This is an optimization exercise on Yosys and OpenROAD, whose aim is small area, not a production implementation. In this exercise RTL edits were held to simulation tests only and were not proved equivalent to the original.

### design/flow/design.v
module float_multiply (clk, reset, IN1, IN2, OUT);
input clk, reset;
input [31:0] IN1, IN2;
output [31:0] OUT;
reg [31:0] X1;
reg [31:0] X2;
reg [2:0]  stage;
reg [25:0] acc;      
wire changed = (IN1 != X1) || (IN2 != X2);
wire st0 = (stage == 3'd0);
wire st7 = (stage == 3'd7);
reg [3:0] digit;
always @(*) begin
    case (stage)
        3'd1: digit = X2[3:0];
        3'd2: digit = X2[7:4];
        3'd3: digit = X2[11:8];
        3'd4: digit = X2[15:12];
        3'd5: digit = X2[19:16];
        default: digit = {1'b1, X2[22:20]};
    endcase
end
wire [23:0] ma = {1'b1, X1[22:0]};
wire [27:0] sum = acc[25:2] + ma * digit;
always @(posedge clk) begin
    if (reset || (st7 && changed))
        stage <= 3'd0;
    else if (!st7)
        stage <= stage + 3'd1;
    if (st0) begin
        X1 <= IN1;
        X2 <= IN2;
    end
    if (st0)
        acc <= 26'd0;
    else if (!st7)
        acc <= sum[27:2];
end
wire p47 = acc[25];
wire [22:0] v = p47 ? acc[24:2] : acc[23:1];
wire rb = p47 ? acc[1] : acc[0];
wire [22:0] frac = v + rb;
wire [7:0] expo = X1[30:23] + X2[30:23] + 8'd129 + p47;
wire zero = (X1[30:0] == 31'd0) || (X2[30:0] == 31'd0);
assign OUT = (st7 && !zero) ? {X1[31] ^ X2[31], expo, frac} : 32'd0;
endmodule
### design/flow/run.sh
#!/bin/bash
# synth_recipe.tcl (not shown) runs the flow's synth.tcl, then flattens the netlist and writes it again
# the make line also repeats each setting of config.mk as NAME=value (left out here)
make -C /OpenROAD-flow-scripts/flow DESIGN_CONFIG=/design/flow/config.mk WORK_HOME=/design/flow/orfs CLKGATE_MAP_FILE= SYNTH_SCRIPT=/design/flow/synth_recipe.tcl finish
### design/flow/config.mk
export PLATFORM = sky130hd
export DESIGN_NAME = float_multiply
export DESIGN_NICKNAME = float_multiply
export VERILOG_FILES = /design/flow/design.v
export SDC_FILE = /design/flow/constraint.sdc
export NUM_CORES = 4
export LEC_CHECK = 0
export ABC_AREA = 1
export CAP_MARGIN = 20
export CORE_MARGIN = 2
export CORE_UTILIZATION = 50
export SLEW_MARGIN = 20
### design/flow/constraint.sdc
create_clock -name core_clock -period 10.0 [get_ports {clk}]
set_input_delay 2.0000 -clock core_clock [delete_from_list [all_inputs] [get_ports {clk}]]
set_output_delay 2.0000 -clock core_clock [all_outputs]
set_load 0.01 [all_outputs]
==> run summary <==
[cell usage in the layout, fill, tap and decap left out, types with 28 or more instances in the layout]
cell and n:
xnor2_1 47, dfxtp_1 28, xor2_1 35, clkdlybuf4s50_1 97, nor2_1 191, o21ai_0 43, nand3_1 49, ha_1 56
a21oi_1 40, inv_1 250, fa_1 68, edfxtp_1 64, nand2_1 179
[cell families after synthesis]
| kind of cell | share of synthesized area |
|---|---|
| AND/OR/NAND/NOR | 0.239 |
| buffers and inverters | 0.117 |
| XOR/XNOR | 0.0753 |
| adder cells (fa/ha/maj) | 0.216 |
| flip-flops | 0.262 |
| AO/OA/AOI/OAI | 0.0896 |
[Yosys cell counts, types with 29 or more instances]
cell      instances  area (sq um)
inv_1           251           942
nand3_1          49           245
fa_1             68          1360
a21oi_1          40           200
xor2_1           35           307
dfxtp_1          29           581
nand2_1         179           672
o21ai_0          43           215
nor2_1          191           717
ha_1             56           701
xnor2_1          47           412
edfxtp_1         64          1920
[per-layer routing]
layer,up-vias,global-route usage
li1,4120,-
met1,3646,0.364
met2,179,0.379
met3,21,0.0215
met4,0,0.0753
met5,-,0
[through the flow]
step                       util  setup slack, ps  cells  hold WS [ps]  cell area, sq um
after floorplan               -             5010   1243           445              9540
after global placement    0.573             4480   1556           471             10700
after detailed placement  0.573             4410   1556           477             10700
after CTS                 0.590             4010   1571           491             11000
after global routing      0.592             3690   1572           519             11100
final                     0.592             4020   1572           489             11100
[flip-flops by register name (all words and copies together) (netlist names)]
signal	flops
acc	26
X1	32
stage	3
X2	32
[cell type report]
class,count,share of cell area
clock inverter,6,0.00871
sequential,93,0.226
multi-input combinational,864,0.535
inverter,262,0.0889
tap,234,0.0265
timing repair buffer,104,0.0941
clock buffer,9,0.0204
[critical path, delay by kind of cell (launching register included)]
kind	cells	cell delay [ps]
buf+inv	5	1000
fa+ha+maj	3	940
flops	1	900
simple gates	8	660
compound gates	1	130
[worst max path at each step]
stage	startpoint	end	slack (ps)	cells past startpoint
global route	acc[25]	OUT[29]	3690	17
floorplan	stage[2]	acc[19]	5010	27
global placement	acc[25]	OUT[29]	4480	17
CTS	acc[25]	OUT[29]	4010	17
detailed placement	acc[25]	OUT[29]	4410	17
finish	acc[25]	OUT[29]	4020	17
==> run summary <==
Status: complete, no violations
Global-route wire length before repair: 38.8 mm
Avg Inst Size Synth: 7.67 sq um
Cells after synthesis: 1243
R2R Path End: acc[23]
Die Width: 142 um
Synth-to-Final Area Change: 16.0%
CTS Buffer Depth: 2
CP max FO: 47
Post-synth EDFFs: 64
Distinct cell type count after synthesis: 49
DR pass1 iterations: 5
Multi-input gate area: 5920 sq um
CP Capture Type: output pin
Worst clock skew: 13.1 ps
Fin crit share: 0.598
Synth Cell Area: 9540 sq um
DRC: 0
Slew margin rel.: 0.384
CTS tree: built
Fmax: 0.167 GHz
Number of global-route vias before repair: 7755
Required @ worst endpoint: 8000 ps
Top Layer Used: met4
Crit-path cells: inv_1 > ha_1 > inv_1 > ha_1 > fa_1 > nand2_1 > nand2_1 > a21oi_1 > inv_1 > nand2_1 > inv_1 > nor2_1 > nor2_1 > nor2_1 > nor2_1 > nor3_1 > clkdlybuf4s50_1
Final Hold Viols: 0
Ant diodes: 0
Port Buf Inserts: 97
Initial antenna violation count: 0
Slowest Stage Delay on Critical Path: 900 ps
CTS root buf: clkbuf_16
Largest net degree at the start of global routing: 48
Seq/Total Area, Yosys: 0.262
Via Count: 7966
Ports: 98
CP Launch Type: flip-flop
Vias per inst: 5.07
Critical path's slowest cell: dfxtp_2
# Max-Cap Violations: 0
Total GRT Usage: 0.244
Clock Sinks: 93
RSZ-0062 raised after global routing: no
WP data arrival: 3980 ps
Worst hold path depth: 2
Setup TNS: 0 ps
Crit path kind: reg -> out
Die H: 142 um
Fillers: 1794
Final Critical Period: 5980 ps
M1 WL: 12.0 mm
Initial Util: 0.510
R2R setup slack: 4440 ps
Final Slew Violations: 0
# resized after CTS: 0
Hold endpoint: acc[0]
Post-DR wirelength/cell: 15.0 um
Metal2 WL: 10.2 mm
HP Start: acc[0]
Total CTS buffers: 9
GPL Wtd Cong: 0.900
Clk Latency, worst-skew pair: 360 ps
Worst r2r path cells: 26
Num rows: 50
Post-synth ARST share: 0
Die Footprint: 20200 sq um
NumNets Final: 1524
Storage element area: 2500 sq um
Critical R2R Launch: stage[2]
Syn Nets: 1433
FF+latch count, synth: 93
Post-CTS setup buffer count: 0
Iteration-0 DRC Markers: 523
Warnings, synthesis: 1
Overflow after GRT: 0
Metal3 WL: 868 um
Slew @ Worst Pin: 925 ps
Min-Delay Path Class: reg -> reg
Dpl hpwl: 19.6 mm
Synth Flop Type: edfxtp_1
Layout cell share with drive strength beyond 1: 0.0523
H-tree levels: 3
Core area: 18700 sq um
ANT nets after route: 0
Final setup viols: 0
Final WL: 23.5 mm
Reg clk slew, reported paths: 70 ps
Hold Buf Count CTS: 0

afterwards: timing with drivers on the ports:
In the flow no input, the clock included, has a driving cell. The finished layout below was timed again as built, in two steps. Step 1 sets driving cells, clkbuf_16 on the clock port and buf_2 on the other inputs (assumed; they add their load-dependent delay and slew). Step 2 also shifts input and output timing later by t, the mid clock arrival at the registers, as if the neighbouring blocks saw the same clock. Three values: ideal, step 1, step 2; two values: the first two.
t, ns: 0.403
setup WS [ns]: 4.015 / 3.969 / 4.372
latest minus earliest clock arrival (ns): 0.013 / 0.013
pins driven straight from the clock port: 1
After both steps setup and hold are still met in this run. For this run, drivers alone change the setup slack by -0.046 ns; drivers and shift together by +0.357 ns.
